This design comes from an exercise in tuning for small area on the open sky130 flow, not from production work. In this exercise RTL edits were held to simulation tests only and were not proved equivalent to the original. No activity file was given, so power comes from the tool's default toggle rates.

== raven ==
==> flow/design.v <==
package arp_packet_generator_package;
	localparam [7:0] PRE_BYTE = 8'h55;
	localparam [7:0] SFD = 8'hd5;
	localparam [15:0] ARP_ETHERTYPE = 16'h0806;
	localparam [15:0] HTYPE = 16'd1;
	localparam [15:0] PTYPE = 16'h0800;
	localparam [7:0] HLEN = 8'd6;
	localparam [7:0] PLEN = 8'd4;
endpackage
package crc_32_byte_package;
	localparam [31:0] CRC_POLY_REFL = 32'hedb88320;
endpackage
import crc_32_byte_package::*;
module crc_32_byte
(
	input wire [31:0] crc_in,
	input wire [7:0] idx,
	input wire fill,
	output logic [31:0] crc_next
);
	always_comb begin
		logic [31:0] c;
		c = {24'd0, idx};
		for (int i = 0; i < 8; i++)
			c = c[0] ? ((c >> 1) ^ CRC_POLY_REFL) : (c >> 1);
		crc_next = {{8{fill}}, crc_in[31:8]} ^ c;
	end
endmodule
import arp_packet_generator_package::*;
import crc_32_byte_package::*;
module arp_packet_generator
(
	input wire clk,
	input wire rst_n,
	input wire [47:0] src_mac_add,
	input wire [47:0] des_mac_add,
	input wire [31:0] src_ip_add,
	input wire [31:0] des_ip_add,
	input wire [15:0] operator,
	input wire req,
	output logic gmii_tx_en,
	output logic [7:0] gmii_txd
);
	logic [6:0] st;
	logic [7:0] ring_a [16];
	logic [7:0] ring_b [6];
	logic [31:0] crc;
	logic [31:0] crc_next;
	logic accept;
	logic sel_a, sel_b1, sel_b2, sel_fcs;
	logic [7:0] field_byte;
	logic [7:0] const_byte;
	logic crc_feed;
	logic [7:0] idx;
	assign accept = req && (st == 7'd0 || st == 7'd73);
	always_ff @(posedge clk or negedge rst_n) begin
		if (!rst_n)
			st <= 7'd0;
		else if (st == 7'd0 || st == 7'd73)
			st <= {6'd0, req};
		else
			st <= st + 7'd1;
	end
	always_ff @(posedge clk) begin
		if (accept) begin
			ring_a[9]  <= ~des_mac_add[47:40];
			ring_a[10] <= ~des_mac_add[39:32];
			ring_a[11] <= ~des_mac_add[31:24];
			ring_a[12] <= ~des_mac_add[23:16];
			ring_a[13] <= ~des_mac_add[15:8];
			ring_a[14] <= ~des_mac_add[7:0];
			ring_a[15] <= ~src_mac_add[47:40];
			ring_a[0]  <= ~src_mac_add[39:32];
			ring_a[1]  <= ~src_mac_add[31:24];
			ring_a[2]  <= ~src_mac_add[23:16];
			ring_a[3]  <= ~src_mac_add[15:8];
			ring_a[4]  <= ~src_mac_add[7:0];
			ring_a[5]  <= ~src_ip_add[31:24];
			ring_a[6]  <= ~src_ip_add[23:16];
			ring_a[7]  <= ~src_ip_add[15:8];
			ring_a[8]  <= ~src_ip_add[7:0];
			ring_b[5] <= ~operator[15:8];
			ring_b[0] <= ~operator[7:0];
			ring_b[1] <= ~des_ip_add[31:24];
			ring_b[2] <= ~des_ip_add[23:16];
			ring_b[3] <= ~des_ip_add[15:8];
			ring_b[4] <= ~des_ip_add[7:0];
		end else begin
			for (int i = 0; i < 16; i++)
				ring_a[i] <= ~ring_a[(i + 1) % 16];
			for (int i = 0; i < 6; i++)
				ring_b[i] <= ~ring_b[(i + 1) % 6];
		end
	end
	always_comb begin
		sel_a = (st >= 7'd10 && st <= 7'd21) || (st >= 7'd32 && st <= 7'd47);
		sel_b1 = (st == 7'd30 || st == 7'd31);
		sel_b2 = (st >= 7'd48 && st <= 7'd51);
		sel_fcs = (st >= 7'd70 && st <= 7'd73);
		crc_feed = (st >= 7'd10 && st <= 7'd69);
		case (st)
			7'd2, 7'd3, 7'd4, 7'd5, 7'd6, 7'd7, 7'd8: const_byte = PRE_BYTE;
			7'd9:  const_byte = SFD;
			7'd22: const_byte = ARP_ETHERTYPE[15:8];
			7'd23: const_byte = ARP_ETHERTYPE[7:0];
			7'd24: const_byte = HTYPE[15:8];
			7'd25: const_byte = HTYPE[7:0];
			7'd26: const_byte = PTYPE[15:8];
			7'd27: const_byte = PTYPE[7:0];
			7'd28: const_byte = HLEN;
			7'd29: const_byte = PLEN;
			default: const_byte = 8'd0;
		endcase
	end
	logic [7:0] tap_raw;
	assign tap_raw = ({8{sel_a}} & ring_a[0]) | ({8{sel_b1}} & ring_b[0]) |
	                 ({8{sel_b2}} & ring_b[2]);
	assign field_byte = tap_raw ^ {8{st[0] & (sel_a | sel_b1 | sel_b2)}};
	assign idx = {8{crc_feed}} & (crc[7:0] ^ gmii_txd);
	crc_32_byte u0
	(
		.crc_in(crc),
		.idx(idx),
		.fill(!crc_feed),
		.crc_next(crc_next)
	);
	always_ff @(posedge clk)
		crc <= crc_next;
	assign gmii_tx_en = (st >= 7'd2 && st <= 7'd73);
	assign gmii_txd = field_byte | const_byte | ({8{sel_fcs}} & ~crc[7:0]);
endmodule
export LEC_CHECK = 0
export CAP_MARGIN = 0
export CORE_MARGIN = 2
export CORE_UTILIZATION = 40
export SLEW_MARGIN = 0
create_clock -name core_clock -period 5.0 [get_ports {clk}]
standard.sh (not shown) runs the stock make flow with config.mk's settings and CLKGATE_MAP_FILE= SYNTH_SCRIPT=/design/flow/synth_recipe.tcl, a recipe that flattens the netlist after the stock synthesis.
==> flow/flow/run.sh <==
#!/bin/bash
# Layout with the standard ORFS flow (standard.sh), with these changes:
#  - synthesis maps the logic with ABC's area mapper (flow/synth_area.tcl);
#  - the input and output ports get the smallest buffer (buf_1);
#  - clock tree synthesis inserts no dummy loads and uses clkbuf_8 buffers with clusters of at most 16 sinks.
set -e
export FLOW_WORK=$PWD
sed "s#SYNTH_SCRIPT=[^ ]*#SYNTH_SCRIPT=$PWD/flow/synth_area.tcl#" standard.sh > standard_area.sh
grep -q "SYNTH_SCRIPT=$PWD/flow/synth_area.tcl" standard_area.sh
export BUFFER_PORTS_ARGS="-buffer_cell sky130_fd_sc_hd__buf_1"
export CTS_ARGS="-sink_clustering_enable -repair_clock_nets -dont_use_dummy_load -buf_list {sky130_fd_sc_hd__clkbuf_4} -sink_clustering_size 10 -sink_clustering_max_diameter 300"
bash standard_area.sh > standard.log 2>&1
==> flow/flow/area.abc <==
strash
dch -f
amap
==> flow/flow/synth_area.tcl <==
# The standard synthesis (synth_recipe.tcl, which this sources unchanged),
# except that the technology mapping of the combinational logic uses ABC's
# area-oriented mapper (area.abc) instead of ORFS's delay-oriented script.
set area_abc_script [file join [file dirname [file normalize [info script]]] area.abc]
proc abc {args} {
  set i [lsearch -exact $args -script]
  if { $i >= 0 } {
    lset args [expr { $i + 1 }] $::area_abc_script
  }
  yosys abc {*}$args
}
source $::env(FLOW_WORK)/synth_recipe.tcl
raven completed end to end with timing, DRC and antenna clean.
Input changes introduced in violet (baseline for comparison: raven):
Settings: CAP_MARGIN changed from 0 to 20; SLEW_MARGIN changed from 0 to 20.
==> flow/flow/run.sh <==
#!/bin/bash
# Layout with the standard ORFS flow, with two changes:
#  - the input and output ports get the smallest buffer (buf_1);
#  - clock tree synthesis inserts no dummy loads.
cp standard.sh standard.sh.txt
export BUFFER_PORTS_ARGS="-buffer_cell sky130_fd_sc_hd__buf_1"
export CTS_ARGS="-sink_clustering_enable -repair_clock_nets -dont_use_dummy_load -buf_list {sky130_fd_sc_hd__clkbuf_2 sky130_fd_sc_hd__clkbuf_4 sky130_fd_sc_hd__clkbuf_8} -sink_clustering_size 30"
bash standard.sh > standard.log 2>&1
removed: flow/flow/area.abc
removed: flow/flow/synth_area.tcl
Findings:
Against raven as the reference, violet delivers a higher final instance count without filler cells.
violet against raven: layout multi-input combinational cell count flat; flop-to-flop setup slack up 0.41 ns; total design power up 22%; path depth of the worst reg2reg path down 11.
Re worst path setup slack after routing: violet and raven aren't equal, and the lower value belongs to violet.
Maximum number of pins on one net before global-route repair went down by more than half going from raven to violet.
violet vs. raven: cell count after placement higher, via count lower.
[compare] base=raven new=violet: clock network area share increased 3.2 points, critical path depth decreased 3.
Every stage of the flow completed for violet, and the final layout passed the timing, design-rule and antenna checks.

## separate check: timing with driven ports
How much do the figures lean on ideal ports? The routed layouts below were timed once more, with nothing changed but the port constraints.
Step 1 sets driving cells, clkbuf_16 on the clock port and buf_2 on the other inputs (assumed; they add their load-dependent delay and slew).
Step 2 also shifts input and output timing later by t, the mid clock arrival at the registers, as if the neighbouring blocks saw the same clock.
Slacks: ideal ports / drivers / drivers and shift; pairs: ideal ports / drivers.
run | t (ns) | setup slack, ns | hold WS [ns]
raven | 0.630 | 0.528 / 0.491 / 0.555 | 0.277 / 0.265 / 0.390
violet | 0.535 | 0.448 / 0.411 / 0.946 | 0.365 / 0.371 / 0.381
After both steps setup and hold are still met in every run listed.
